This design comes from an exercise in tuning for small area, a short achievable clock period and few clock cycles per item on the open sky130 flow, not from production work. The RTL was checked by simulation tests, not by an equivalence proof against the original design.

--- flow/flow/run.sh ---
#!/bin/bash
set -euo pipefail
bash standard.sh synth > synth.log 2>&1
bash standard.sh "BUFFER_PORTS_ARGS=-buffer_cell sky130_fd_sc_hd__buf_2" finish > layout.log 2>&1
mkdir -p step_logs
cp orfs/logs/*/*/*/*.log step_logs/ 2>/dev/null || true
--- flow/constraint.sdc ---
create_clock -name core_clock -period 10.0 [get_ports {clk}]
set_input_delay 2.0000 -clock core_clock [delete_from_list [all_inputs] [get_ports {clk}]]
set_output_delay 2.0000 -clock core_clock [all_outputs]
set_load 0.01 [all_outputs]
--- flow/design.v ---
`timescale 1ns/1ps
module accel_dot (
  input  logic [31:0] a,           
  input  logic [10:0] x1, x2, ng,   
  input  logic [9:0] h0, h1,       
  input  logic [31:0] sf,          
  input  logic [14:0] cf,           
  input  logic clr,                
  output logic [31:0] so,          
  output logic [14:0] co            
);
  logic [10:0] ne;    
  assign ne = ng | ~(x1 | x2);
  logic [31:0] pp0;
  accel_pp #(.WD(32)) r0 (.a(a[31:0]), .x1(x1[0]), .x2(x2[0]), .ng(ng[0]), .p(pp0));
  logic [29:0] pp1;
  accel_pp #(.WD(30)) r1 (.a(a[29:0]), .x1(x1[1]), .x2(x2[1]), .ng(ng[1]), .p(pp1));
  logic [27:0] pp2;
  accel_pp #(.WD(28)) r2 (.a(a[27:0]), .x1(x1[2]), .x2(x2[2]), .ng(ng[2]), .p(pp2));
  logic [25:0] pp3;
  accel_pp #(.WD(26)) r3 (.a(a[25:0]), .x1(x1[3]), .x2(x2[3]), .ng(ng[3]), .p(pp3));
  logic [23:0] pp4;
  accel_pp #(.WD(24)) r4 (.a(a[23:0]), .x1(x1[4]), .x2(x2[4]), .ng(ng[4]), .p(pp4));
  logic [21:0] pp5;
  accel_pp #(.WD(22)) r5 (.a(a[21:0]), .x1(x1[5]), .x2(x2[5]), .ng(ng[5]), .p(pp5));
  logic [19:0] pp6;
  accel_pp #(.WD(20)) r6 (.a(a[19:0]), .x1(x1[6]), .x2(x2[6]), .ng(ng[6]), .p(pp6));
  logic [17:0] pp7;
  accel_pp #(.WD(18)) r7 (.a(a[17:0]), .x1(x1[7]), .x2(x2[7]), .ng(ng[7]), .p(pp7));
  logic [15:0] pp8;
  accel_pp #(.WD(16)) r8 (.a(a[15:0]), .x1(x1[8]), .x2(x2[8]), .ng(ng[8]), .p(pp8));
  logic [13:0] pp9;
  accel_pp #(.WD(14)) r9 (.a(a[13:0]), .x1(x1[9]), .x2(x2[9]), .ng(ng[9]), .p(pp9));
  logic [11:0] pp10;
  accel_pp #(.WD(12)) r10 (.a(a[11:0]), .x1(x1[10]), .x2(x2[10]), .ng(ng[10]), .p(pp10));
  logic [271:0] fs, fc;
  accel_ha fu0 (sf[22], cf[10], fs[0], fc[0]);
  accel_ha fu1 (sf[23], h0[1], fs[1], fc[1]);
  accel_fa fu2 (sf[24], cf[11], h0[2], fs[2], fc[2]);
  accel_ha fu3 (sf[25], h0[3], fs[3], fc[3]);
  accel_fa fu4 (sf[26], cf[12], h0[4], fs[4], fc[4]);
  accel_ha fu5 (sf[27], h0[5], fs[5], fc[5]);
  accel_fa fu6 (sf[28], cf[13], h0[6], fs[6], fc[6]);
  accel_ha fu7 (sf[29], h0[7], fs[7], fc[7]);
  accel_fa fu8 (sf[30], cf[14], h0[8], fs[8], fc[8]);
  assign fs[9] = sf[31] ^ h0[9];
  accel_ha fu10 (sf[2], cf[0], fs[10], fc[10]);
  accel_ha fu11 (sf[4], cf[1], fs[11], fc[11]);
  accel_ha fu12 (sf[6], cf[2], fs[12], fc[12]);
  accel_ha fu13 (sf[8], cf[3], fs[13], fc[13]);
  accel_ha fu14 (sf[10], cf[4], fs[14], fc[14]);
  accel_ha fu15 (sf[12], cf[5], fs[15], fc[15]);
  accel_ha fu16 (sf[14], cf[6], fs[16], fc[16]);
  accel_ha fu17 (sf[16], cf[7], fs[17], fc[17]);
  accel_ha fu18 (sf[18], cf[8], fs[18], fc[18]);
  accel_ha fu19 (sf[20], cf[9], fs[19], fc[19]);
  accel_ha fu20 (h0[0], h1[0], fs[20], fc[20]);
  accel_fa fu21 (h1[1], fc[0], fs[1], fs[21], fc[21]);
  accel_fa fu22 (h1[2], fc[1], fs[2], fs[22], fc[22]);
  accel_fa fu23 (h1[3], fs[3], fc[2], fs[23], fc[23]);
  accel_fa fu24 (h1[4], fc[3], fs[4], fs[24], fc[24]);
  accel_fa fu25 (h1[5], fs[5], fc[4], fs[25], fc[25]);
  accel_fa fu26 (h1[6], fc[5], fs[6], fs[26], fc[26]);
  accel_fa fu27 (h1[7], fs[7], fc[6], fs[27], fc[27]);
  accel_fa fu28 (h1[8], fc[7], fs[8], fs[28], fc[28]);
  accel_fa fu29 (h1[9], fs[9], fc[8], fs[29], fc[29]);
  accel_ha fu30 (ne[7], fs[16], fs[30], fc[30]);
  accel_fa fu31 (sf[15], fc[16], pp0[15], fs[31], fc[31]);
  accel_fa fu32 (ne[8], fs[17], pp0[16], fs[32], fc[32]);
  accel_ha fu33 (pp1[14], pp2[12], fs[33], fc[33]);
  accel_fa fu34 (sf[17], fc[17], pp0[17], fs[34], fc[34]);
  accel_fa fu35 (pp1[15], pp2[13], pp3[11], fs[35], fc[35]);
  accel_fa fu36 (ne[9], fs[18], pp0[18], fs[36], fc[36]);
  accel_fa fu37 (pp1[16], pp2[14], pp3[12], fs[37], fc[37]);
  accel_ha fu38 (pp4[10], pp5[8], fs[38], fc[38]);
  accel_fa fu39 (sf[19], fc[18], pp0[19], fs[39], fc[39]);
  accel_fa fu40 (pp1[17], pp2[15], pp3[13], fs[40], fc[40]);
  accel_fa fu41 (pp4[11], pp5[9], pp6[7], fs[41], fc[41]);
  accel_fa fu42 (ne[10], fs[19], pp0[20], fs[42], fc[42]);
  accel_fa fu43 (pp1[18], pp2[16], pp3[14], fs[43], fc[43]);
  accel_fa fu44 (pp4[12], pp5[10], pp6[8], fs[44], fc[44]);
  accel_ha fu45 (pp7[6], pp8[4], fs[45], fc[45]);
  accel_fa fu46 (sf[21], fc[19], pp0[21], fs[46], fc[46]);
  accel_fa fu47 (pp1[19], pp2[17], pp3[15], fs[47], fc[47]);
  accel_fa fu48 (pp4[13], pp5[11], pp6[9], fs[48], fc[48]);
  accel_fa fu49 (pp7[7], pp8[5], pp9[3], fs[49], fc[49]);
  accel_fa fu50 (fs[20], fs[0], pp0[22], fs[50], fc[50]);
  accel_fa fu51 (pp1[20], pp2[18], pp3[16], fs[51], fc[51]);
  accel_fa fu52 (pp4[14], pp5[12], pp6[10], fs[52], fc[52]);
  accel_fa fu53 (pp7[8], pp8[6], pp9[4], fs[53], fc[53]);
  accel_fa fu54 (fc[20], pp0[23], pp1[21], fs[54], fc[54]);
  accel_fa fu55 (pp2[19], pp3[17], pp4[15], fs[55], fc[55]);
  accel_fa fu56 (pp5[13], pp6[11], pp7[9], fs[56], fc[56]);
  accel_fa fu57 (pp8[7], pp9[5], pp10[3], fs[57], fc[57]);
  accel_fa fu58 (pp0[24], pp1[22], pp2[20], fs[58], fc[58]);
  accel_fa fu59 (pp3[18], pp4[16], pp5[14], fs[59], fc[59]);
  accel_fa fu60 (pp6[12], pp7[10], pp8[8], fs[60], fc[60]);
  accel_fa fu61 (pp9[6], pp10[4], fc[21], fs[61], fc[61]);
  accel_fa fu62 (pp0[25], pp1[23], pp2[21], fs[62], fc[62]);
  accel_fa fu63 (pp3[19], pp4[17], pp5[15], fs[63], fc[63]);
  accel_fa fu64 (pp6[13], pp7[11], pp8[9], fs[64], fc[64]);
  accel_fa fu65 (pp9[7], pp10[5], fc[22], fs[65], fc[65]);
  accel_fa fu66 (pp0[26], pp1[24], pp2[22], fs[66], fc[66]);
  accel_fa fu67 (pp3[20], pp4[18], pp5[16], fs[67], fc[67]);
  accel_fa fu68 (pp6[14], pp7[12], pp8[10], fs[68], fc[68]);
  accel_fa fu69 (pp9[8], pp10[6], fc[23], fs[69], fc[69]);
  accel_fa fu70 (pp0[27], pp1[25], pp2[23], fs[70], fc[70]);
  accel_fa fu71 (pp3[21], pp4[19], pp5[17], fs[71], fc[71]);
  accel_fa fu72 (pp6[15], pp7[13], pp8[11], fs[72], fc[72]);
  accel_fa fu73 (pp9[9], pp10[7], fc[24], fs[73], fc[73]);
  accel_fa fu74 (pp0[28], pp1[26], pp2[24], fs[74], fc[74]);
  accel_fa fu75 (pp3[22], pp4[20], pp5[18], fs[75], fc[75]);
  accel_fa fu76 (pp6[16], pp7[14], pp8[12], fs[76], fc[76]);
  accel_fa fu77 (pp9[10], pp10[8], fc[25], fs[77], fc[77]);
  accel_fa fu78 (pp0[29], pp1[27], pp2[25], fs[78], fc[78]);
  accel_fa fu79 (pp3[23], pp4[21], pp5[19], fs[79], fc[79]);
  accel_fa fu80 (pp6[17], pp7[15], pp8[13], fs[80], fc[80]);
  accel_fa fu81 (pp9[11], pp10[9], fc[26], fs[81], fc[81]);
  accel_fa fu82 (pp0[30], pp1[28], pp2[26], fs[82], fc[82]);
  accel_fa fu83 (pp3[24], pp4[22], pp5[20], fs[83], fc[83]);
  accel_fa fu84 (pp6[18], pp7[16], pp8[14], fs[84], fc[84]);
  accel_fa fu85 (pp9[12], pp10[10], fc[27], fs[85], fc[85]);
  accel_fa fu86 (pp0[31], pp1[29], pp2[27], fs[86], fc[86]);
  accel_fa fu87 (pp3[25], pp4[23], pp5[21], fs[87], fc[87]);
  accel_fa fu88 (pp6[19], pp7[17], pp8[15], fs[88], fc[88]);
  accel_fa fu89 (pp9[13], pp10[11], fc[28], fs[89], fc[89]);
  accel_ha fu90 (ne[4], fs[13], fs[90], fc[90]);
  accel_fa fu91 (sf[9], fc[13], pp0[9], fs[91], fc[91]);
  accel_fa fu92 (ne[5], fs[14], pp0[10], fs[92], fc[92]);
  accel_ha fu93 (pp1[8], pp2[6], fs[93], fc[93]);
  accel_fa fu94 (sf[11], fc[14], pp0[11], fs[94], fc[94]);
  accel_fa fu95 (pp1[9], pp2[7], pp3[5], fs[95], fc[95]);
  accel_fa fu96 (ne[6], fs[15], pp0[12], fs[96], fc[96]);
  accel_fa fu97 (pp1[10], pp2[8], pp3[6], fs[97], fc[97]);
  accel_ha fu98 (pp4[4], pp5[2], fs[98], fc[98]);
  accel_fa fu99 (sf[13], fc[15], pp0[13], fs[99], fc[99]);
  accel_fa fu100 (pp1[11], pp2[9], pp3[7], fs[100], fc[100]);
  accel_fa fu101 (pp4[5], pp5[3], pp6[1], fs[101], fc[101]);
  accel_fa fu102 (pp0[14], pp1[12], pp2[10], fs[102], fc[102]);
  accel_fa fu103 (pp3[8], pp4[6], pp5[4], fs[103], fc[103]);
  accel_fa fu104 (pp6[2], pp7[0], fs[30], fs[104], fc[104]);
  accel_fa fu105 (pp1[13], pp2[11], pp3[9], fs[105], fc[105]);
  accel_fa fu106 (pp4[7], pp5[5], pp6[3], fs[106], fc[106]);
  accel_fa fu107 (pp7[1], fc[30], fs[31], fs[107], fc[107]);
  accel_fa fu108 (pp3[10], pp4[8], pp5[6], fs[108], fc[108]);
  accel_fa fu109 (pp6[4], pp7[2], pp8[0], fs[109], fc[109]);
  accel_fa fu110 (fs[33], fc[31], fs[32], fs[110], fc[110]);
  accel_fa fu111 (pp4[9], pp5[7], pp6[5], fs[111], fc[111]);
  accel_fa fu112 (pp7[3], pp8[1], fc[33], fs[112], fc[112]);
  accel_fa fu113 (fc[32], fs[34], fs[35], fs[113], fc[113]);
  accel_fa fu114 (pp6[6], pp7[4], pp8[2], fs[114], fc[114]);
  accel_fa fu115 (pp9[0], fs[38], fc[34], fs[115], fc[115]);
  accel_fa fu116 (fc[35], fs[36], fs[37], fs[116], fc[116]);
  accel_fa fu117 (pp7[5], pp8[3], pp9[1], fs[117], fc[117]);
  accel_fa fu118 (fc[38], fc[36], fc[37], fs[118], fc[118]);
  accel_fa fu119 (fs[39], fs[40], fs[41], fs[119], fc[119]);
  accel_fa fu120 (pp9[2], pp10[0], fs[45], fs[120], fc[120]);
  accel_fa fu121 (fc[39], fc[40], fc[41], fs[121], fc[121]);
  accel_fa fu122 (fs[42], fs[43], fs[44], fs[122], fc[122]);
  accel_fa fu123 (pp10[1], fc[45], fc[42], fs[123], fc[123]);
  accel_fa fu124 (fc[43], fc[44], fs[46], fs[124], fc[124]);
  accel_fa fu125 (fs[47], fs[48], fs[49], fs[125], fc[125]);
  accel_fa fu126 (pp10[2], fc[46], fc[47], fs[126], fc[126]);
  accel_fa fu127 (fc[48], fc[49], fs[50], fs[127], fc[127]);
  accel_fa fu128 (fs[51], fs[52], fs[53], fs[128], fc[128]);
  accel_fa fu129 (fc[50], fc[51], fc[52], fs[129], fc[129]);
  accel_fa fu130 (fc[53], fs[21], fs[54], fs[130], fc[130]);
  accel_fa fu131 (fs[55], fs[56], fs[57], fs[131], fc[131]);
  accel_fa fu132 (fc[54], fc[55], fc[56], fs[132], fc[132]);
  accel_fa fu133 (fc[57], fs[58], fs[59], fs[133], fc[133]);
  accel_fa fu134 (fs[60], fs[22], fs[61], fs[134], fc[134]);
  accel_fa fu135 (fc[58], fc[59], fc[60], fs[135], fc[135]);
  accel_fa fu136 (fs[62], fs[63], fs[64], fs[136], fc[136]);
  accel_fa fu137 (fs[23], fc[61], fs[65], fs[137], fc[137]);
  accel_fa fu138 (fc[62], fc[63], fc[64], fs[138], fc[138]);
  accel_fa fu139 (fs[66], fs[67], fs[68], fs[139], fc[139]);
  accel_fa fu140 (fs[24], fc[65], fs[69], fs[140], fc[140]);
  accel_fa fu141 (fc[66], fc[67], fc[68], fs[141], fc[141]);
  accel_fa fu142 (fs[70], fs[71], fs[72], fs[142], fc[142]);
  accel_fa fu143 (fs[25], fc[69], fs[73], fs[143], fc[143]);
  accel_fa fu144 (fc[70], fc[71], fc[72], fs[144], fc[144]);
  accel_fa fu145 (fs[74], fs[75], fs[76], fs[145], fc[145]);
  accel_fa fu146 (fs[26], fc[73], fs[77], fs[146], fc[146]);
  accel_fa fu147 (fc[74], fc[75], fc[76], fs[147], fc[147]);
  accel_fa fu148 (fs[78], fs[79], fs[80], fs[148], fc[148]);
  accel_fa fu149 (fs[27], fc[77], fs[81], fs[149], fc[149]);
  accel_fa fu150 (fc[78], fc[79], fc[80], fs[150], fc[150]);
  accel_fa fu151 (fs[82], fs[83], fs[84], fs[151], fc[151]);
  accel_fa fu152 (fs[28], fc[81], fs[85], fs[152], fc[152]);
  accel_fa fu153 (fc[82], fc[83], fc[84], fs[153], fc[153]);
  accel_fa fu154 (fs[86], fs[87], fs[88], fs[154], fc[154]);
  accel_fa fu155 (fs[29], fc[85], fs[89], fs[155], fc[155]);
  accel_ha fu156 (ne[2], fs[11], fs[156], fc[156]);
  accel_fa fu157 (sf[5], fc[11], pp0[5], fs[157], fc[157]);
  accel_fa fu158 (ne[3], fs[12], pp0[6], fs[158], fc[158]);
  accel_ha fu159 (pp1[4], pp2[2], fs[159], fc[159]);
  accel_fa fu160 (sf[7], fc[12], pp0[7], fs[160], fc[160]);
  accel_fa fu161 (pp1[5], pp2[3], pp3[1], fs[161], fc[161]);
  accel_fa fu162 (pp0[8], pp1[6], pp2[4], fs[162], fc[162]);
  accel_fa fu163 (pp3[2], pp4[0], fs[90], fs[163], fc[163]);
  accel_fa fu164 (pp1[7], pp2[5], pp3[3], fs[164], fc[164]);
  accel_fa fu165 (pp4[1], fc[90], fs[91], fs[165], fc[165]);
  accel_fa fu166 (pp3[4], pp4[2], pp5[0], fs[166], fc[166]);
  accel_fa fu167 (fs[93], fc[91], fs[92], fs[167], fc[167]);
  accel_fa fu168 (pp4[3], pp5[1], fc[93], fs[168], fc[168]);
  accel_fa fu169 (fc[92], fs[94], fs[95], fs[169], fc[169]);
  accel_fa fu170 (pp6[0], fs[98], fc[94], fs[170], fc[170]);
  accel_fa fu171 (fc[95], fs[96], fs[97], fs[171], fc[171]);
  accel_fa fu172 (fc[98], fc[96], fc[97], fs[172], fc[172]);
  accel_fa fu173 (fs[99], fs[100], fs[101], fs[173], fc[173]);
  accel_fa fu174 (fc[99], fc[100], fc[101], fs[174], fc[174]);
  accel_fa fu175 (fs[102], fs[103], fs[104], fs[175], fc[175]);
  accel_fa fu176 (fc[102], fc[103], fs[105], fs[176], fc[176]);
  accel_fa fu177 (fs[106], fc[104], fs[107], fs[177], fc[177]);
  accel_fa fu178 (fc[105], fc[106], fs[108], fs[178], fc[178]);
  accel_fa fu179 (fs[109], fc[107], fs[110], fs[179], fc[179]);
  accel_fa fu180 (fc[108], fc[109], fs[111], fs[180], fc[180]);
  accel_fa fu181 (fs[112], fc[110], fs[113], fs[181], fc[181]);
  accel_fa fu182 (fc[111], fs[114], fc[112], fs[182], fc[182]);
  accel_fa fu183 (fc[113], fs[115], fs[116], fs[183], fc[183]);
  accel_fa fu184 (fc[114], fs[117], fc[115], fs[184], fc[184]);
  accel_fa fu185 (fc[116], fs[118], fs[119], fs[185], fc[185]);
  accel_fa fu186 (fc[117], fs[120], fc[118], fs[186], fc[186]);
  accel_fa fu187 (fc[119], fs[121], fs[122], fs[187], fc[187]);
  accel_fa fu188 (fc[120], fc[121], fc[122], fs[188], fc[188]);
  accel_fa fu189 (fs[123], fs[124], fs[125], fs[189], fc[189]);
  accel_fa fu190 (fc[123], fc[124], fc[125], fs[190], fc[190]);
  accel_fa fu191 (fs[126], fs[127], fs[128], fs[191], fc[191]);
  accel_fa fu192 (fc[126], fc[127], fc[128], fs[192], fc[192]);
  accel_fa fu193 (fs[129], fs[130], fs[131], fs[193], fc[193]);
  accel_fa fu194 (fc[129], fc[130], fc[131], fs[194], fc[194]);
  accel_fa fu195 (fs[132], fs[133], fs[134], fs[195], fc[195]);
  accel_fa fu196 (fc[132], fc[133], fs[135], fs[196], fc[196]);
  accel_fa fu197 (fs[136], fc[134], fs[137], fs[197], fc[197]);
  accel_fa fu198 (fc[135], fc[136], fs[138], fs[198], fc[198]);
  accel_fa fu199 (fs[139], fs[140], fc[137], fs[199], fc[199]);
  accel_fa fu200 (fc[138], fc[139], fs[141], fs[200], fc[200]);
  accel_fa fu201 (fs[142], fc[140], fs[143], fs[201], fc[201]);
  accel_fa fu202 (fc[141], fc[142], fs[144], fs[202], fc[202]);
  accel_fa fu203 (fs[145], fs[146], fc[143], fs[203], fc[203]);
  accel_fa fu204 (fc[144], fc[145], fs[147], fs[204], fc[204]);
  accel_fa fu205 (fs[148], fc[146], fs[149], fs[205], fc[205]);
  accel_fa fu206 (fc[147], fc[148], fs[150], fs[206], fc[206]);
  accel_fa fu207 (fs[151], fs[152], fc[149], fs[207], fc[207]);
  accel_fa fu208 (fc[150], fc[151], fs[153], fs[208], fc[208]);
  accel_fa fu209 (fs[154], fc[152], fs[155], fs[209], fc[209]);
  accel_ha fu210 (ne[1], fs[10], fs[210], fc[210]);
  accel_fa fu211 (sf[3], fc[10], pp0[3], fs[211], fc[211]);
  accel_fa fu212 (pp0[4], pp1[2], pp2[0], fs[212], fc[212]);
  accel_fa fu213 (pp1[3], pp2[1], fc[156], fs[213], fc[213]);
  accel_fa fu214 (pp3[0], fs[159], fc[157], fs[214], fc[214]);
  accel_fa fu215 (fc[159], fc[158], fs[160], fs[215], fc[215]);
  accel_fa fu216 (fc[160], fc[161], fs[162], fs[216], fc[216]);
  accel_fa fu217 (fc[162], fs[164], fc[163], fs[217], fc[217]);
  accel_fa fu218 (fc[164], fs[166], fc[165], fs[218], fc[218]);
  accel_fa fu219 (fc[166], fs[168], fc[167], fs[219], fc[219]);
  accel_fa fu220 (fc[168], fc[169], fs[170], fs[220], fc[220]);
  accel_fa fu221 (fc[170], fc[171], fs[172], fs[221], fc[221]);
  accel_fa fu222 (fc[172], fc[173], fs[174], fs[222], fc[222]);
  accel_fa fu223 (fc[174], fs[176], fc[175], fs[223], fc[223]);
  accel_fa fu224 (fc[176], fs[178], fc[177], fs[224], fc[224]);
  accel_fa fu225 (fc[178], fs[180], fc[179], fs[225], fc[225]);
  accel_fa fu226 (fc[180], fs[182], fc[181], fs[226], fc[226]);
  accel_fa fu227 (fc[182], fs[184], fc[183], fs[227], fc[227]);
  accel_fa fu228 (fc[184], fs[186], fc[185], fs[228], fc[228]);
  accel_fa fu229 (fc[186], fc[187], fs[188], fs[229], fc[229]);
  accel_fa fu230 (fc[188], fc[189], fs[190], fs[230], fc[230]);
  accel_fa fu231 (fc[190], fc[191], fs[192], fs[231], fc[231]);
  accel_fa fu232 (fc[192], fc[193], fs[194], fs[232], fc[232]);
  accel_fa fu233 (fc[194], fs[196], fc[195], fs[233], fc[233]);
  accel_fa fu234 (fc[196], fs[198], fc[197], fs[234], fc[234]);
  accel_fa fu235 (fc[198], fs[200], fc[199], fs[235], fc[235]);
  accel_fa fu236 (fc[200], fs[202], fc[201], fs[236], fc[236]);
  accel_fa fu237 (fc[202], fs[204], fc[203], fs[237], fc[237]);
  accel_fa fu238 (fc[204], fs[206], fc[205], fs[238], fc[238]);
  accel_fa fu239 (fc[206], fs[208], fc[207], fs[239], fc[239]);
  accel_ha fu240 (sf[0], ne[0], fs[240], fc[240]);
  accel_ha fu241 (sf[1], pp0[1], fs[241], fc[241]);
  accel_fa fu242 (pp0[2], pp1[0], fs[210], fs[242], fc[242]);
  accel_fa fu243 (pp1[1], fc[210], fs[211], fs[243], fc[243]);
  accel_fa fu244 (fs[156], fc[211], fs[212], fs[244], fc[244]);
  accel_fa fu245 (fc[212], fs[157], fs[213], fs[245], fc[245]);
  accel_fa fu246 (fs[158], fc[213], fs[214], fs[246], fc[246]);
  accel_fa fu247 (fs[161], fc[214], fs[215], fs[247], fc[247]);
  accel_fa fu248 (fs[163], fc[215], fs[216], fs[248], fc[248]);
  accel_fa fu249 (fc[216], fs[165], fs[217], fs[249], fc[249]);
  accel_fa fu250 (fs[167], fc[217], fs[218], fs[250], fc[250]);
  accel_fa fu251 (fs[169], fc[218], fs[219], fs[251], fc[251]);
  accel_fa fu252 (fs[171], fc[219], fs[220], fs[252], fc[252]);
  accel_fa fu253 (fs[173], fc[220], fs[221], fs[253], fc[253]);
  accel_fa fu254 (fs[175], fc[221], fs[222], fs[254], fc[254]);
  accel_fa fu255 (fc[222], fs[177], fs[223], fs[255], fc[255]);
  accel_fa fu256 (fs[179], fc[223], fs[224], fs[256], fc[256]);
  accel_fa fu257 (fs[181], fc[224], fs[225], fs[257], fc[257]);
  accel_fa fu258 (fs[183], fc[225], fs[226], fs[258], fc[258]);
  accel_fa fu259 (fs[185], fc[226], fs[227], fs[259], fc[259]);
  accel_fa fu260 (fs[187], fc[227], fs[228], fs[260], fc[260]);
  accel_fa fu261 (fs[189], fc[228], fs[229], fs[261], fc[261]);
  accel_fa fu262 (fs[191], fc[229], fs[230], fs[262], fc[262]);
  accel_fa fu263 (fs[193], fc[230], fs[231], fs[263], fc[263]);
  accel_fa fu264 (fc[231], fs[195], fs[232], fs[264], fc[264]);
  accel_fa fu265 (fc[232], fs[197], fs[233], fs[265], fc[265]);
  accel_fa fu266 (fs[199], fc[233], fs[234], fs[266], fc[266]);
  accel_fa fu267 (fs[201], fc[234], fs[235], fs[267], fc[267]);
  accel_fa fu268 (fs[203], fc[235], fs[236], fs[268], fc[268]);
  accel_fa fu269 (fs[205], fc[236], fs[237], fs[269], fc[269]);
  accel_fa fu270 (fs[207], fc[237], fs[238], fs[270], fc[270]);
  accel_fa fu271 (fs[209], fc[238], fs[239], fs[271], fc[271]);
  logic [31:0] bp, bg;    
  logic [15:0] bc;
  accel_ha eh0 (fs[240], pp0[0], bp[0], bg[0]);
  accel_ha eh1 (fc[240], fs[241], bp[1], bg[1]);
  accel_ha eh2 (fc[241], fs[242], bp[2], bg[2]);
  accel_ha eh3 (fc[242], fs[243], bp[3], bg[3]);
  accel_ha eh4 (fc[243], fs[244], bp[4], bg[4]);
  accel_ha eh5 (fc[244], fs[245], bp[5], bg[5]);
  accel_ha eh6 (fc[245], fs[246], bp[6], bg[6]);
  accel_ha eh7 (fc[246], fs[247], bp[7], bg[7]);
  accel_ha eh8 (fc[247], fs[248], bp[8], bg[8]);
  accel_ha eh9 (fc[248], fs[249], bp[9], bg[9]);
  accel_ha eh10 (fc[249], fs[250], bp[10], bg[10]);
  accel_ha eh11 (fc[250], fs[251], bp[11], bg[11]);
  accel_ha eh12 (fc[251], fs[252], bp[12], bg[12]);
  accel_ha eh13 (fc[252], fs[253], bp[13], bg[13]);
  accel_ha eh14 (fc[253], fs[254], bp[14], bg[14]);
  accel_ha eh15 (fc[254], fs[255], bp[15], bg[15]);
  accel_ha eh16 (fc[255], fs[256], bp[16], bg[16]);
  accel_ha eh17 (fc[256], fs[257], bp[17], bg[17]);
  accel_ha eh18 (fc[257], fs[258], bp[18], bg[18]);
  accel_ha eh19 (fc[258], fs[259], bp[19], bg[19]);
  accel_ha eh20 (fc[259], fs[260], bp[20], bg[20]);
  accel_ha eh21 (fc[260], fs[261], bp[21], bg[21]);
  accel_ha eh22 (fc[261], fs[262], bp[22], bg[22]);
  accel_ha eh23 (fc[262], fs[263], bp[23], bg[23]);
  accel_ha eh24 (fc[263], fs[264], bp[24], bg[24]);
  accel_ha eh25 (fc[264], fs[265], bp[25], bg[25]);
  accel_ha eh26 (fc[265], fs[266], bp[26], bg[26]);
  accel_ha eh27 (fc[266], fs[267], bp[27], bg[27]);
  accel_ha eh28 (fc[267], fs[268], bp[28], bg[28]);
  accel_ha eh29 (fc[268], fs[269], bp[29], bg[29]);
  accel_ha eh30 (fc[269], fs[270], bp[30], bg[30]);
  accel_ha eh31 (fc[270], fs[271], bp[31], bg[31]);
  accel_blk2 eb0 (.p(bp[1:0]), .g(bg[1:0]), .clr(clr), .s(so[1:0]), .co(bc[0]));
  accel_blk2 eb1 (.p(bp[3:2]), .g(bg[3:2]), .clr(clr), .s(so[3:2]), .co(bc[1]));
  accel_blk2 eb2 (.p(bp[5:4]), .g(bg[5:4]), .clr(clr), .s(so[5:4]), .co(bc[2]));
  accel_blk2 eb3 (.p(bp[7:6]), .g(bg[7:6]), .clr(clr), .s(so[7:6]), .co(bc[3]));
  accel_blk2 eb4 (.p(bp[9:8]), .g(bg[9:8]), .clr(clr), .s(so[9:8]), .co(bc[4]));
  accel_blk2 eb5 (.p(bp[11:10]), .g(bg[11:10]), .clr(clr), .s(so[11:10]), .co(bc[5]));
  accel_blk2 eb6 (.p(bp[13:12]), .g(bg[13:12]), .clr(clr), .s(so[13:12]), .co(bc[6]));
  accel_blk2 eb7 (.p(bp[15:14]), .g(bg[15:14]), .clr(clr), .s(so[15:14]), .co(bc[7]));
  accel_blk2 eb8 (.p(bp[17:16]), .g(bg[17:16]), .clr(clr), .s(so[17:16]), .co(bc[8]));
  accel_blk2 eb9 (.p(bp[19:18]), .g(bg[19:18]), .clr(clr), .s(so[19:18]), .co(bc[9]));
  accel_blk2 eb10 (.p(bp[21:20]), .g(bg[21:20]), .clr(clr), .s(so[21:20]), .co(bc[10]));
  accel_blk2 eb11 (.p(bp[23:22]), .g(bg[23:22]), .clr(clr), .s(so[23:22]), .co(bc[11]));
  accel_blk2 eb12 (.p(bp[25:24]), .g(bg[25:24]), .clr(clr), .s(so[25:24]), .co(bc[12]));
  accel_blk2 eb13 (.p(bp[27:26]), .g(bg[27:26]), .clr(clr), .s(so[27:26]), .co(bc[13]));
  accel_blk2 eb14 (.p(bp[29:28]), .g(bg[29:28]), .clr(clr), .s(so[29:28]), .co(bc[14]));
  accel_blk2 eb15 (.p(bp[31:30]), .g(bg[31:30]), .clr(clr), .s(so[31:30]), .co(bc[15]));
  assign co = bc[14:0];
endmodule
module accel_hi (
  input  logic [9:0] a,            
  input  logic [15:11] x1, x2, ng,    
  output logic [9:0] h0, h1
);
  logic [15:11] ne;
  assign ne = ng | ~(x1 | x2);
  logic [9:0] pp11;
  accel_pp #(.WD(10)) r11 (.a(a[9:0]), .x1(x1[11]), .x2(x2[11]), .ng(ng[11]), .p(pp11));
  logic [7:0] pp12;
  accel_pp #(.WD(8)) r12 (.a(a[7:0]), .x1(x1[12]), .x2(x2[12]), .ng(ng[12]), .p(pp12));
  logic [5:0] pp13;
  accel_pp #(.WD(6)) r13 (.a(a[5:0]), .x1(x1[13]), .x2(x2[13]), .ng(ng[13]), .p(pp13));
  logic [3:0] pp14;
  accel_pp #(.WD(4)) r14 (.a(a[3:0]), .x1(x1[14]), .x2(x2[14]), .ng(ng[14]), .p(pp14));
  logic [1:0] pp15;
  accel_pp #(.WD(2)) r15 (.a(a[1:0]), .x1(x1[15]), .x2(x2[15]), .ng(ng[15]), .p(pp15));
  logic [19:0] hs, hc;
  accel_ha hu0 (ne[14], pp11[6], hs[0], hc[0]);
  accel_ha hu1 (pp11[7], pp12[5], hs[1], hc[1]);
  accel_fa hu2 (ne[15], pp11[8], pp12[6], hs[2], hc[2]);
  accel_ha hu3 (pp13[4], pp14[2], hs[3], hc[3]);
  accel_fa hu4 (pp11[9], pp12[7], pp13[5], hs[4], hc[4]);
  assign hs[5] = pp14[3] ^ pp15[1];
  accel_ha hu6 (ne[13], pp11[4], hs[6], hc[6]);
  accel_ha hu7 (pp11[5], pp12[3], hs[7], hc[7]);
  accel_fa hu8 (pp12[4], pp13[2], pp14[0], hs[8], hc[8]);
  accel_fa hu9 (pp13[3], pp14[1], hc[0], hs[9], hc[9]);
  accel_fa hu10 (pp15[0], hc[1], hs[3], hs[10], hc[10]);
  accel_fa hu11 (hc[3], hs[5], hc[2], hs[11], hc[11]);
  accel_ha hu12 (ne[12], pp11[2], hs[12], hc[12]);
  accel_ha hu13 (pp11[3], pp12[1], hs[13], hc[13]);
  accel_fa hu14 (pp12[2], pp13[0], hs[6], hs[14], hc[14]);
  accel_fa hu15 (pp13[1], hc[6], hs[7], hs[15], hc[15]);
  accel_fa hu16 (hc[7], hs[0], hs[8], hs[16], hc[16]);
  accel_fa hu17 (hs[1], hc[8], hs[9], hs[17], hc[17]);
  accel_fa hu18 (hs[2], hc[9], hs[10], hs[18], hc[18]);
  accel_fa hu19 (hs[4], hc[10], hs[11], hs[19], hc[19]);
  assign h0 = {hc[18], hc[17], hc[16], hc[15], hc[14], hc[13], hc[12], hs[12], pp11[1], ne[11]};
  assign h1 = {hs[19], hs[18], hs[17], hs[16], hs[15], hs[14], hs[13], pp12[0], 1'b0, pp11[0]};
endmodule
module accel_pp #(parameter int WD = 32) (
  input  logic [WD-1:0] a,
  input  logic x1, x2, ng,
  output logic [WD-1:0] p
);
  logic [WD:0] t;    
  assign t = ~({a, 1'b0} ^ {(WD+1){ng}});
  assign p = ~(({WD{x1}} & t[WD:1]) | ({WD{x2}} & t[WD-1:0]));
endmodule
module accel_enc (
  input  logic [31:0] b,
  output logic [15:0] x1,    
  output logic [15:0] x2,    
  output logic [15:0] ng     
);
  logic [32:0] bb;
  assign bb = {b, 1'b0};
  genvar d;
  generate
    for (d = 0; d < 16; d++) begin : dig
      accel_ex1 e1 (.b1(bb[2*d+1]), .b0(bb[2*d]), .y(x1[d]));
      accel_ex2 e2 (.b2(bb[2*d+2]), .b1(bb[2*d+1]), .b0(bb[2*d]), .y(x2[d]));
      assign ng[d] = bb[2*d+2];
    end
  endgenerate
endmodule
module accel_ex1 (input logic b1, b0, output logic y);
  assign y = b1 ^ b0;
endmodule
module accel_ex2 (input logic b2, b1, b0, output logic y);
  assign y = b2 ? ~(b1 | b0) : (b1 & b0);
endmodule
module accel_fa (input logic a, b, c, output logic s, co);
  assign s  = a ^ b ^ c;
  assign co = (a & b) | (c & (a ^ b));
endmodule
module accel_ha (input logic a, b, output logic s, co);
  assign s  = a ^ b;
  assign co = a & b;
endmodule
module accel_blk2 (input logic [1:0] p, g, input logic clr, output logic [1:0] s, output logic co);
  assign s[0] = p[0] & ~clr;
  assign s[1] = (p[1] ^ g[0]) & ~clr;
  assign co = (g[1] | (p[1] & g[0])) & ~clr;
endmodule
module accel_blk4 (input logic [3:0] p, g, input logic clr, output logic [3:0] s, output logic co);
  logic c1, c2, c3, c4;
  assign c1 = g[0];
  assign c2 = g[1] | (p[1] & g[0]);
  assign c3 = g[2] | (p[2] & g[1]) | (p[2] & p[1] & g[0]);
  assign c4 = g[3] | (p[3] & g[2]) | (p[3] & p[2] & g[1]) | (p[3] & p[2] & p[1] & g[0]);
  assign s = ({p[3] ^ c3, p[2] ^ c2, p[1] ^ c1, p[0]}) & ~{4{clr}};
  assign co = c4 & ~clr;
endmodule
module accel_hp (input logic a, b, clr, output logic y);
  assign y = (a ^ b) & ~clr;
endmodule
module accel_hg (input logic a, b, clr, output logic y);
  assign y = a & b & ~clr;
endmodule
module accel_cpa (
  input  logic [31:0] s,
  input  logic [14:0] c,
  output logic [31:0] y
);
  logic [14:0] g0, p0;
  assign g0 = c;
  genvar k;
  generate
    for (k = 0; k < 15; k++) begin : pr
      assign p0[k] = &s[k*2 +: 2];
    end
  endgenerate
  logic [14:0] g1, p1;
  assign g1[0] = ~g0[0];
  assign p1[0] = 1'b0;
  accel_aoi21 ug1_1 (p0[1], g0[0], g0[1], g1[1]);
  assign p1[1] = 1'b0;
  accel_aoi21 ug1_2 (p0[2], g0[1], g0[2], g1[2]);
  accel_nand2 up1_2 (p0[2], p0[1], p1[2]);
  accel_aoi21 ug1_3 (p0[3], g0[2], g0[3], g1[3]);
  accel_nand2 up1_3 (p0[3], p0[2], p1[3]);
  accel_aoi21 ug1_4 (p0[4], g0[3], g0[4], g1[4]);
  accel_nand2 up1_4 (p0[4], p0[3], p1[4]);
  accel_aoi21 ug1_5 (p0[5], g0[4], g0[5], g1[5]);
  accel_nand2 up1_5 (p0[5], p0[4], p1[5]);
  accel_aoi21 ug1_6 (p0[6], g0[5], g0[6], g1[6]);
  accel_nand2 up1_6 (p0[6], p0[5], p1[6]);
  accel_aoi21 ug1_7 (p0[7], g0[6], g0[7], g1[7]);
  accel_nand2 up1_7 (p0[7], p0[6], p1[7]);
  accel_aoi21 ug1_8 (p0[8], g0[7], g0[8], g1[8]);
  accel_nand2 up1_8 (p0[8], p0[7], p1[8]);
  accel_aoi21 ug1_9 (p0[9], g0[8], g0[9], g1[9]);
  accel_nand2 up1_9 (p0[9], p0[8], p1[9]);
  accel_aoi21 ug1_10 (p0[10], g0[9], g0[10], g1[10]);
  accel_nand2 up1_10 (p0[10], p0[9], p1[10]);
  accel_aoi21 ug1_11 (p0[11], g0[10], g0[11], g1[11]);
  accel_nand2 up1_11 (p0[11], p0[10], p1[11]);
  accel_aoi21 ug1_12 (p0[12], g0[11], g0[12], g1[12]);
  accel_nand2 up1_12 (p0[12], p0[11], p1[12]);
  accel_aoi21 ug1_13 (p0[13], g0[12], g0[13], g1[13]);
  accel_nand2 up1_13 (p0[13], p0[12], p1[13]);
  accel_aoi21 ug1_14 (p0[14], g0[13], g0[14], g1[14]);
  accel_nand2 up1_14 (p0[14], p0[13], p1[14]);
  logic [14:0] g2, p2;
  assign g2[0] = ~g1[0];
  assign p2[0] = 1'b0;
  assign g2[1] = ~g1[1];
  assign p2[1] = 1'b0;
  accel_oai21 ug2_2 (p1[2], g1[0], g1[2], g2[2]);
  assign p2[2] = 1'b0;
  accel_oai21 ug2_3 (p1[3], g1[1], g1[3], g2[3]);
  assign p2[3] = 1'b0;
  accel_oai21 ug2_4 (p1[4], g1[2], g1[4], g2[4]);
  accel_nor2 up2_4 (p1[4], p1[2], p2[4]);
  accel_oai21 ug2_5 (p1[5], g1[3], g1[5], g2[5]);
  accel_nor2 up2_5 (p1[5], p1[3], p2[5]);
  accel_oai21 ug2_6 (p1[6], g1[4], g1[6], g2[6]);
  accel_nor2 up2_6 (p1[6], p1[4], p2[6]);
  accel_oai21 ug2_7 (p1[7], g1[5], g1[7], g2[7]);
  accel_nor2 up2_7 (p1[7], p1[5], p2[7]);
  accel_oai21 ug2_8 (p1[8], g1[6], g1[8], g2[8]);
  accel_nor2 up2_8 (p1[8], p1[6], p2[8]);
  accel_oai21 ug2_9 (p1[9], g1[7], g1[9], g2[9]);
  accel_nor2 up2_9 (p1[9], p1[7], p2[9]);
  accel_oai21 ug2_10 (p1[10], g1[8], g1[10], g2[10]);
  accel_nor2 up2_10 (p1[10], p1[8], p2[10]);
  accel_oai21 ug2_11 (p1[11], g1[9], g1[11], g2[11]);
  accel_nor2 up2_11 (p1[11], p1[9], p2[11]);
  accel_oai21 ug2_12 (p1[12], g1[10], g1[12], g2[12]);
  accel_nor2 up2_12 (p1[12], p1[10], p2[12]);
  accel_oai21 ug2_13 (p1[13], g1[11], g1[13], g2[13]);
  accel_nor2 up2_13 (p1[13], p1[11], p2[13]);
  accel_oai21 ug2_14 (p1[14], g1[12], g1[14], g2[14]);
  accel_nor2 up2_14 (p1[14], p1[12], p2[14]);
  logic [14:0] g3, p3;
  assign g3[0] = ~g2[0];
  assign p3[0] = 1'b0;
  assign g3[1] = ~g2[1];
  assign p3[1] = 1'b0;
  assign g3[2] = ~g2[2];
  assign p3[2] = 1'b0;
  assign g3[3] = ~g2[3];
  assign p3[3] = 1'b0;
  accel_aoi21 ug3_4 (p2[4], g2[0], g2[4], g3[4]);
  assign p3[4] = 1'b0;
  accel_aoi21 ug3_5 (p2[5], g2[1], g2[5], g3[5]);
  assign p3[5] = 1'b0;
  accel_aoi21 ug3_6 (p2[6], g2[2], g2[6], g3[6]);
  assign p3[6] = 1'b0;
  accel_aoi21 ug3_7 (p2[7], g2[3], g2[7], g3[7]);
  assign p3[7] = 1'b0;
  accel_aoi21 ug3_8 (p2[8], g2[4], g2[8], g3[8]);
  accel_nand2 up3_8 (p2[8], p2[4], p3[8]);
  accel_aoi21 ug3_9 (p2[9], g2[5], g2[9], g3[9]);
  accel_nand2 up3_9 (p2[9], p2[5], p3[9]);
  accel_aoi21 ug3_10 (p2[10], g2[6], g2[10], g3[10]);
  accel_nand2 up3_10 (p2[10], p2[6], p3[10]);
  accel_aoi21 ug3_11 (p2[11], g2[7], g2[11], g3[11]);
  accel_nand2 up3_11 (p2[11], p2[7], p3[11]);
  accel_aoi21 ug3_12 (p2[12], g2[8], g2[12], g3[12]);
  accel_nand2 up3_12 (p2[12], p2[8], p3[12]);
  accel_aoi21 ug3_13 (p2[13], g2[9], g2[13], g3[13]);
  accel_nand2 up3_13 (p2[13], p2[9], p3[13]);
  accel_aoi21 ug3_14 (p2[14], g2[10], g2[14], g3[14]);
  accel_nand2 up3_14 (p2[14], p2[10], p3[14]);
  logic [14:0] g4, p4;
  assign g4[0] = ~g3[0];
  assign p4[0] = 1'b0;
  assign g4[1] = ~g3[1];
  assign p4[1] = 1'b0;
  assign g4[2] = ~g3[2];
  assign p4[2] = 1'b0;
  assign g4[3] = ~g3[3];
  assign p4[3] = 1'b0;
  assign g4[4] = ~g3[4];
  assign p4[4] = 1'b0;
  assign g4[5] = ~g3[5];
  assign p4[5] = 1'b0;
  assign g4[6] = ~g3[6];
  assign p4[6] = 1'b0;
  assign g4[7] = ~g3[7];
  assign p4[7] = 1'b0;
  accel_oai21 ug4_8 (p3[8], g3[0], g3[8], g4[8]);
  assign p4[8] = 1'b0;
  accel_oai21 ug4_9 (p3[9], g3[1], g3[9], g4[9]);
  assign p4[9] = 1'b0;
  accel_oai21 ug4_10 (p3[10], g3[2], g3[10], g4[10]);
  assign p4[10] = 1'b0;
  accel_oai21 ug4_11 (p3[11], g3[3], g3[11], g4[11]);
  assign p4[11] = 1'b0;
  accel_oai21 ug4_12 (p3[12], g3[4], g3[12], g4[12]);
  assign p4[12] = 1'b0;
  accel_oai21 ug4_13 (p3[13], g3[5], g3[13], g4[13]);
  assign p4[13] = 1'b0;
  accel_oai21 ug4_14 (p3[14], g3[6], g3[14], g4[14]);
  assign p4[14] = 1'b0;
  logic [14:0] ci;
  assign ci = g4;
  assign y[1:0] = s[1:0];
  generate
    for (k = 1; k < 16; k++) begin : inc
      accel_inc2 u (.s(s[k*2 +: 2]), .ci(ci[k-1]), .y(y[k*2 +: 2]));
    end
  endgenerate
endmodule
module accel_inc2 (input logic [1:0] s, input logic ci, output logic [1:0] y);
  assign y[0] = s[0] ^ ci;
  assign y[1] = s[1] ^ (ci & s[0]);
endmodule
module accel_inc4 (input logic [3:0] s, input logic ci, output logic [3:0] y);
  assign y[0] = s[0] ^ ci;
  assign y[1] = s[1] ^ (ci & s[0]);
  assign y[2] = s[2] ^ (ci & s[0] & s[1]);
  assign y[3] = s[3] ^ (ci & s[0] & s[1] & s[2]);
endmodule
module accel_aoi21 (input logic a1, a2, b, output logic y);
  assign y = ~((a1 & a2) | b);
endmodule
module accel_oai21 (input logic a1, a2, b, output logic y);
  assign y = ~((a1 | a2) & b);
endmodule
module accel_nand2 (input logic a, b, output logic y);
  assign y = ~(a & b);
endmodule
module accel_nor2 (input logic a, b, output logic y);
  assign y = ~(a | b);
endmodule
`timescale 1ns/1ps
module accel_pcpi_wrapper #(
  parameter int N = 4,
  parameter int W = 32
)(
  input  logic clk,
  input  logic rst_n,
  input  logic start_req,
  input  logic [N*N*W-1:0] memA,
  input  logic [N*N*W-1:0] memB,
  output logic done,
  output logic [N*N*W-1:0] result_flat
);
  localparam int K  = 4;           
  localparam int LD = 11;          
  localparam int BLK = 2;         
  logic [2:0] cnt, cnt_d;
  logic [K-1:0] sel_q, bsel;
  logic       idle, clr;
  assign idle = (cnt == '0);
  assign clr  = idle & start_req;    
  assign bsel = {sel_q[K-1:1], sel_q[0] & start_req};
  always_comb begin
    if (idle)
      cnt_d = start_req ? 3'(1) : '0;
    else if (cnt == 3'(K))
      cnt_d = '0;
    else
      cnt_d = cnt + 3'(1);
  end
  always_ff @(posedge clk or negedge rst_n) begin
    if (!rst_n) begin
      cnt   <= '0;
      sel_q <= K'(1);
      done  <= 1'b0;
    end else begin
      cnt  <= cnt_d;
      done <= (cnt == 3'(K));
      for (int p = 0; p < K; p++)
        sel_q[p] <= (cnt_d == 3'(p));
    end
  end
  genvar gi, gj;
  generate
    for (gi = 0; gi < N; gi++) begin : ar
      logic [W-1:0] av, a_q;
      always_comb begin
        av = '0;
        for (int p = 0; p < K; p++)
          av = av | ({W{sel_q[p]}} & memA[(gi*N+p)*W +: W]);
      end
      always_ff @(posedge clk) a_q <= av;
    end
    for (gj = 0; gj < N; gj++) begin : br
      logic [W-1:0] bv;
      always_comb begin
        bv = '0;
        for (int p = 0; p < K; p++)
          bv = bv | ({W{bsel[p]}} & memB[(p*N+gj)*W +: W]);
      end
      logic [15:0] x1, x2, ng;
      accel_enc enc (.b(bv), .x1(x1), .x2(x2), .ng(ng));
      logic [LD-1:0] x1_q, x2_q, ng_q;
      always_ff @(posedge clk) begin
        x1_q <= x1[LD-1:0];
        x2_q <= x2[LD-1:0];
        ng_q <= ng[LD-1:0];
      end
    end
    for (gi = 0; gi < N; gi++) begin : row
      for (gj = 0; gj < N; gj++) begin : col
        logic [W-2*LD-1:0] h0, h1, h0_q, h1_q;
        accel_hi hi (
          .a(ar[gi].av[W-2*LD-1:0]),
          .x1(br[gj].x1[15:LD]), .x2(br[gj].x2[15:LD]), .ng(br[gj].ng[15:LD]),
          .h0(h0), .h1(h1));
        always_ff @(posedge clk) begin
          h0_q <= h0;
          h1_q <= h1;
        end
        logic [W-1:0] s_q, s_d;
        logic [W/BLK-2:0] c_q, c_d;
        accel_dot dot (
          .a(ar[gi].a_q),
          .x1(br[gj].x1_q), .x2(br[gj].x2_q), .ng(br[gj].ng_q),
          .h0(h0_q), .h1(h1_q),
          .sf(s_q), .cf(c_q), .clr(clr),
          .so(s_d), .co(c_d));
        always_ff @(posedge clk) begin
          s_q <= s_d;
          c_q <= c_d;
        end
        accel_cpa cpa (.s(s_q), .c(c_q), .y(result_flat[(gi*N+gj)*W +: W]));
      end
    end
  endgenerate
endmodule
--- flow/config.mk ---
export PLATFORM = sky130hd
export DESIGN_NAME = accel_pcpi_wrapper
export DESIGN_NICKNAME = accel_pcpi_wrapper
export VERILOG_FILES = /design/flow/design.v
export SDC_FILE = /design/flow/constraint.sdc
export NUM_CORES = 8
export LEC_CHECK = 0
export CAP_MARGIN = 20
export CORE_MARGIN = 2
export CORE_UTILIZATION = 55
export SETUP_SLACK_MARGIN = 5
export SLEW_MARGIN = 20
export SYNTH_HIERARCHICAL = 1
--- flow/standard.sh ---
#!/bin/bash
# synth_recipe.tcl (not shown) runs the flow's synth.tcl, then flattens the netlist and writes it again
# the make line also repeats each setting of config.mk as NAME=value (left out here)
make -C /OpenROAD-flow-scripts/flow DESIGN_CONFIG=/design/flow/config.mk WORK_HOME=/design/flow/orfs CLKGATE_MAP_FILE= SYNTH_SCRIPT=/design/flow/synth_recipe.tcl "${@:-finish}"
==> results.ini, run 1 <==
[placed_design]
gp_congestion=1.01
dp_hpwl_um=780000
io_buffers=1539

[timing]
fin_skew_ns=0.0703
hold_slack_ns=0.639
period_minus_slack_ns=5.04
rsz0062_at_grt=yes
period_share_pct=50.4
maxSlewViolCount=0
hold_violations=0
setup_viol=0
tightest_slew_ns=1.31
setup_tns_ns=0
clock.fmax_mhz=199
relSlewSlack_pct=12.4

[global_route]
grt_max_degree=187
grtUsageMet3_pct=18.0
grt_pass1_wl_um=1500000
gr-usage-met2_pct=66.5
track_usage_pct=47.1
grt_use_met1_pct=58.6
gr-total-overflow=0
grt_pass1_vias=199000
antenna_found_initial=112
busiest_layer=met2

[logic_synthesis]
synth_cells=22000
netlist_area_um2=243000
ys_warn_count=7
syn_area_per_cell_um2=11.1

[cells_and_area]
nFillCells=38200
multiInputGateArea_um2=202000
final_nets=28900
seq_area_um2=28100
syn_to_final_growth_pct=7.35
drive_above_1_share_pct=18.2

[floorplan]
die_w_um=669
initial_utilization_pct=55.1
rows=244
coreArea_um2=441000
ioPinCount=1540
die_area_um2=447000
chipHeight_um=669

[route]
drcViolationCount=0
first_iter_violations=26600
ant_nets=0
viasPerCell=6.87
wire_per_inst_um=38.2
vias=196000
first_pass_iters=14
finalWirelength_um=1090000

[clock_network]
ctsHoldBuffers=0
cts_tree=yes
htree_num_levels=4
root_buffer=clkbuf_16
clk_path_buf_depth=4
path_clk_slew_ns=0.06
cts_sinks=1340
cts_buffers=188
insertion_delay_ns=1.00

[worst_setup_path]
cp.required_ns=8.00
worst-setup-path-type=flip-flop to output pin
critPathArrivalTime_ns=3.04
reg2regPathDepth=11
path_max_fanout=3
end_kind=output pin
cp-start-kind=flip-flop

[worst_hold_path]
worstHoldPathType=flip-flop to flip-flop
whs_path_depth=1

[outcome]
status=no timing/DRC/antenna violations

[flow_run]
maxCapViolations=0

==> worst max-delay path: stages, from the launching register on <==
cell and delay [ns]:
dfxtp_2 0.44, and2_1 0.23, nand2_1 0.13, nor2_2 0.17
nand2_1 0.11, o21ai_4 0.21, ha_2 0.26, xor2_4 0.29
buf_2 0.20
==> through the flow <==
stage	utilization [%]	cell area, µm²	setup slack [ns]	cells
after floorplan	-	243000	4.07	22000
after global routing	59.1	261000	4.93	28500
after detailed placement	55.7	246000	3.41	27700
after global placement	55.7	246000	3.47	27700
final	59.1	261000	4.96	28500
after CTS	58.4	257000	4.89	28200
==> per-layer routing <==
layer,vias to the layer above,part of all wire [%]
met2,14600,41
li1,77600,-
met3,3505,14
met5,-,0.15
met1,100000,36
met4,90,8.9
==> state kept, by name, summed over array words and instances, names as in the netlist <==
signal        cells
row.col.c_q     240
row.col.h0_q    160
br.x2_q          44
br.ng_q          44
ar.a_q          128
row.col.s_q     512
done              1
cnt               3
row.col.h1_q    160
sel_q             4
br.x1_q          44
==> layout make-up <==
| type | instances | share of cell area (%) |
|---|---|---|
| multi-input cells | 18400 | 77.4 |
| flip-flops and latches | 1340 | 10.8 |
| repair buffers | 2186 | 6.12 |
| well taps | 5904 | 2.83 |
| clock buffers | 248 | 2.04 |
| clock inverters | 98 | 0.484 |
| diodes | 202 | 0.194 |
| inverters | 130 | 0.187 |
==> worst paths after layout <==
path	startpoint	slack (ns)	end
max	row[1].col[3].s_q[21]	4.96	result_flat[253]
min	cnt[2]	0.64	done
max reg2reg	ar[0].a_q[10]	4.97	row[0].col[3].s_q[23]
min reg2reg	cnt[2]	0.64	done
max in group asynchronous	rst_n	8.91	sel_q[0]
min in group asynchronous	rst_n	0.85	cnt[0]
==> timing repair <==
| item | in CTS | in global routing |
|---|---|---|
| endpoints found under the setup margin | 610 | 329 |
| buffers inserted | 111 | 128 |
| pin swaps | 64 | 42 |
| hold endpoints to repair | 0 | 0 |
| gates cloned | 16 | 4 |
| gates resized for setup | 818 | 442 |
==> placed cells by master, fill, tap and decap left out, drive strengths merged, types with 7 or more instances in the layout <==
cell type	count
xnor2	4353
a22oi	4352
fa	4080
buf	2170
ha	1571
dfxtp	1332
nand2	771
a21oi	657
nor2b	625
xor2	338
o21ai	321
clkbuf	257
o21bai	256
o21ba	240
and2	228
diode	202
nor2	177
inv	146
and2b	144
a222oi	128
o22ai	69
nand2b	64
clkinv	41
conb	28
bufinv	23
clkinvlp	18
bufbuf	7
dfrtp	7
Testbench counts, summed over its fixed seeds: cycles 1,928, items 384.
==> run 2: changes to the inputs <==
--- a/flow/design.v
+++ b/flow/design.v
@@ -410,6 +410,7 @@
 endmodule
 module accel_enc (
   input  logic [31:0] b,
+  input  logic go,           
   output logic [15:0] x1,    
   output logic [15:0] x2,    
   output logic [15:0] ng     
@@ -419,17 +420,17 @@
   genvar d;
   generate
     for (d = 0; d < 16; d++) begin : dig
-      accel_ex1 e1 (.b1(bb[2*d+1]), .b0(bb[2*d]), .y(x1[d]));
-      accel_ex2 e2 (.b2(bb[2*d+2]), .b1(bb[2*d+1]), .b0(bb[2*d]), .y(x2[d]));
+      accel_ex1 e1 (.go(go), .b1(bb[2*d+1]), .b0(bb[2*d]), .y(x1[d]));
+      accel_ex2 e2 (.go(go), .b2(bb[2*d+2]), .b1(bb[2*d+1]), .b0(bb[2*d]), .y(x2[d]));
       assign ng[d] = bb[2*d+2];
     end
   endgenerate
 endmodule
-module accel_ex1 (input logic b1, b0, output logic y);
-  assign y = b1 ^ b0;
+module accel_ex1 (input logic go, b1, b0, output logic y);
+  assign y = go & (b1 ^ b0);
 endmodule
-module accel_ex2 (input logic b2, b1, b0, output logic y);
-  assign y = b2 ? ~(b1 | b0) : (b1 & b0);
+module accel_ex2 (input logic go, b2, b1, b0, output logic y);
+  assign y = go & (b2 ? ~(b1 | b0) : (b1 & b0));
 endmodule
 module accel_fa (input logic a, b, c, output logic s, co);
   assign s  = a ^ b ^ c;
@@ -648,7 +649,9 @@
   logic       idle, clr;
   assign idle = (cnt == '0);
   assign clr  = idle & start_req;    
-  assign bsel = {sel_q[K-1:1], sel_q[0] & start_req};
+  assign bsel = sel_q;
+  logic go;
+  assign go = start_req | ~sel_q[0];
   always_comb begin
     if (idle)
       cnt_d = start_req ? 3'(1) : '0;
@@ -688,7 +691,7 @@
           bv = bv | ({W{bsel[p]}} & memB[(p*N+gj)*W +: W]);
       end
       logic [15:0] x1, x2, ng;
-      accel_enc enc (.b(bv), .x1(x1), .x2(x2), .ng(ng));
+      accel_enc enc (.b(bv), .go(go), .x1(x1), .x2(x2), .ng(ng));
       logic [LD-1:0] x1_q, x2_q, ng_q;
       always_ff @(posedge clk) begin
         x1_q <= x1[LD-1:0];
==> results.ini, run 2 <==
[outcome]
status=no timing/DRC/antenna violations

[global_route]
grt_pass1_vias=202000
gr-total-overflow=0
busiest_layer=met2
grt_max_degree=148
grt_use_met1_pct=50.6
track_usage_pct=44.3
gr-usage-met2_pct=68.5
grt_pass1_wl_um=1450000
grtUsageMet3_pct=15.4
antenna_found_initial=159

[placed_design]
dp_hpwl_um=757000
place_inst=27800
gp_congestion=0.984
io_buffers=1539
dp_slack_ns=4.05

[logic_synthesis]
syn_area_per_cell_um2=11.1
ys_warn_count=7
synth_cells=22000
netlist_area_um2=245000

[clock_network]
clk_path_buf_depth=4
ctsHoldBuffers=0
path_clk_slew_ns=0.07
cts_tree=yes
insertion_delay_ns=1.01
htree_num_levels=4
cts_buffers=190
root_buffer=clkbuf_16
cts_sinks=1340

[timing]
rsz0062_at_grt=yes
setup_tns_ns=0
maxSlewViolCount=0
tightest_slew_ns=1.23
fin_ws_ns=4.91
relSlewSlack_pct=17.8
period_minus_slack_ns=5.09
hold_violations=0
fin_skew_ns=0.108
hold_slack_ns=0.604
setup_viol=0
clock.fmax_mhz=197
period_share_pct=50.9

[worst_hold_path]
worstHoldPathType=flip-flop to flip-flop

[route]
viasPerCell=6.71
drcViolationCount=0
vias=191000
wire_per_inst_um=36.3
first_pass_iters=7
finalWirelength_um=1030000
first_iter_violations=20100
ant_nets=0

[floorplan]
rows=245
die_area_um2=451000
chipHeight_um=671
initial_utilization_pct=55.1
die_w_um=671
ioPinCount=1540
coreArea_um2=444000

[worst_setup_path]
end_kind=output pin
critPathArrivalTime_ns=3.09
path_max_fanout=3
cp.required_ns=8.00
worst-setup-path-type=flip-flop to output pin
cp-start-kind=flip-flop

[cells_and_area]
reg_top3=row.col.s_q x512, row.col.c_q x240
drive_above_1_share_pct=18.9
mostFrequentLayoutCell=xnor2_1
stdcell_count=28400
regMostFlops=row.col.s_q
final_nets=28900
nFillCells=38100
largest_reg_flops=512
syn_to_final_growth_pct=6.36
layout_common_cells=xnor2_1 (4353), a22oi_1 (4319), fa_1 (4008)

[flow_run]
maxCapViolations=0

## run 2: critical path: stages (launching register included)
cell     delay [ns]
dfxtp_4        0.40
and2_4         0.21
nand2_1        0.17
nor2_2         0.16
nand2_1        0.10
o21ai_4        0.30
ha_4           0.21
xor2_4         0.38
buf_6          0.17
## run 2: timing repair
action                                  4_1_cts  5_1_grt
pin swaps                                    53       26
setup buffers                                69       73
endpoints found under the setup margin      560      301
cloned                                        3        2
gates resized for setup                     708      387
## run 2: per-layer routing
layer | part of all wire [%] | vias to the layer above
li1 | - | 77600
met4 | 9.3 | 132
met5 | 0.082 | -
met1 | 35 | 97200
met3 | 12 | 3629
met2 | 44 | 12100
## run 2: final cells by class
| type | count | area (µm²) | area share (%) |
|---|---|---|---|
| Inverter | 130 | 488 | 0.187 |
| Clock buffer | 244 | 5360 | 2.06 |
| Multi-Input combinational cell | 18500 | 203000 | 78.1 |
| Clock inverter | 105 | 1020 | 0.390 |
| Timing Repair Buffer | 2059 | 14400 | 5.52 |
| Antenna cell | 127 | 318 | 0.122 |
| Tap cell | 5928 | 7420 | 2.85 |
| Sequential cell | 1340 | 28000 | 10.8 |
## run 2: path summary, 6_finish.rpt
check	from	end	slack [ns]	cells after the start
hold reg to reg	cnt[2]	done	0.60	1
setup reg to reg	sel_q[1]	row[3].col[1].h1_q[9]	5.00	11
min in group asynchronous	rst_n	sel_q[1]	0.88	1
hold / removal	cnt[2]	done	0.60	1
max in group asynchronous	rst_n	sel_q[0]	8.89	1
setup / recovery	row[2].col[2].s_q[27]	result_flat[349]	4.91	8
## run 2: stage by stage
| stage | area (µm²) | utilization [%] |
|---|---|---|
| after global placement | 248000 | 55.7 |
| after floorplan | 246000 | - |
| after detailed placement | 248000 | 55.7 |
| after global routing | 260000 | 58.6 |
| after CTS | 258000 | 58.0 |
| final | 260000 | 58.6 |
Testbench counts of run 2, summed over its fixed seeds: cycles 1,928, items 384.

-- port drivers added, routing unchanged --
How much do the figures lean on ideal ports? The routed layouts below were timed once more, with nothing changed but the port constraints.
Step 1 assumes that a clkbuf_16 drives the clock port and a buf_2 every other input.
Step 2 also shifts input and output timing later by t, the mid clock arrival at the registers, as if the neighbouring blocks saw the same clock.
Three values: ideal, step 1, step 2; two values: the first two.
run	shift t [ns]	setup WS [ns]	hold WS [ns]	slew at the worst register clock pin (ns)	worst data-port slew with drivers (ns)
run 1	1.107	4.963 / 4.823 / 3.964	0.639 / 0.639 / 0.639	0.07 / 0.07	0.70
run 2	1.091	4.915 / 4.780 / 4.153	0.604 / 0.604 / 0.604	0.07 / 0.07	0.34
After both steps setup and hold are still met in every run listed. For run 1, which loses most, drivers alone change the setup slack by -0.140 ns; drivers and shift together by -0.999 ns.
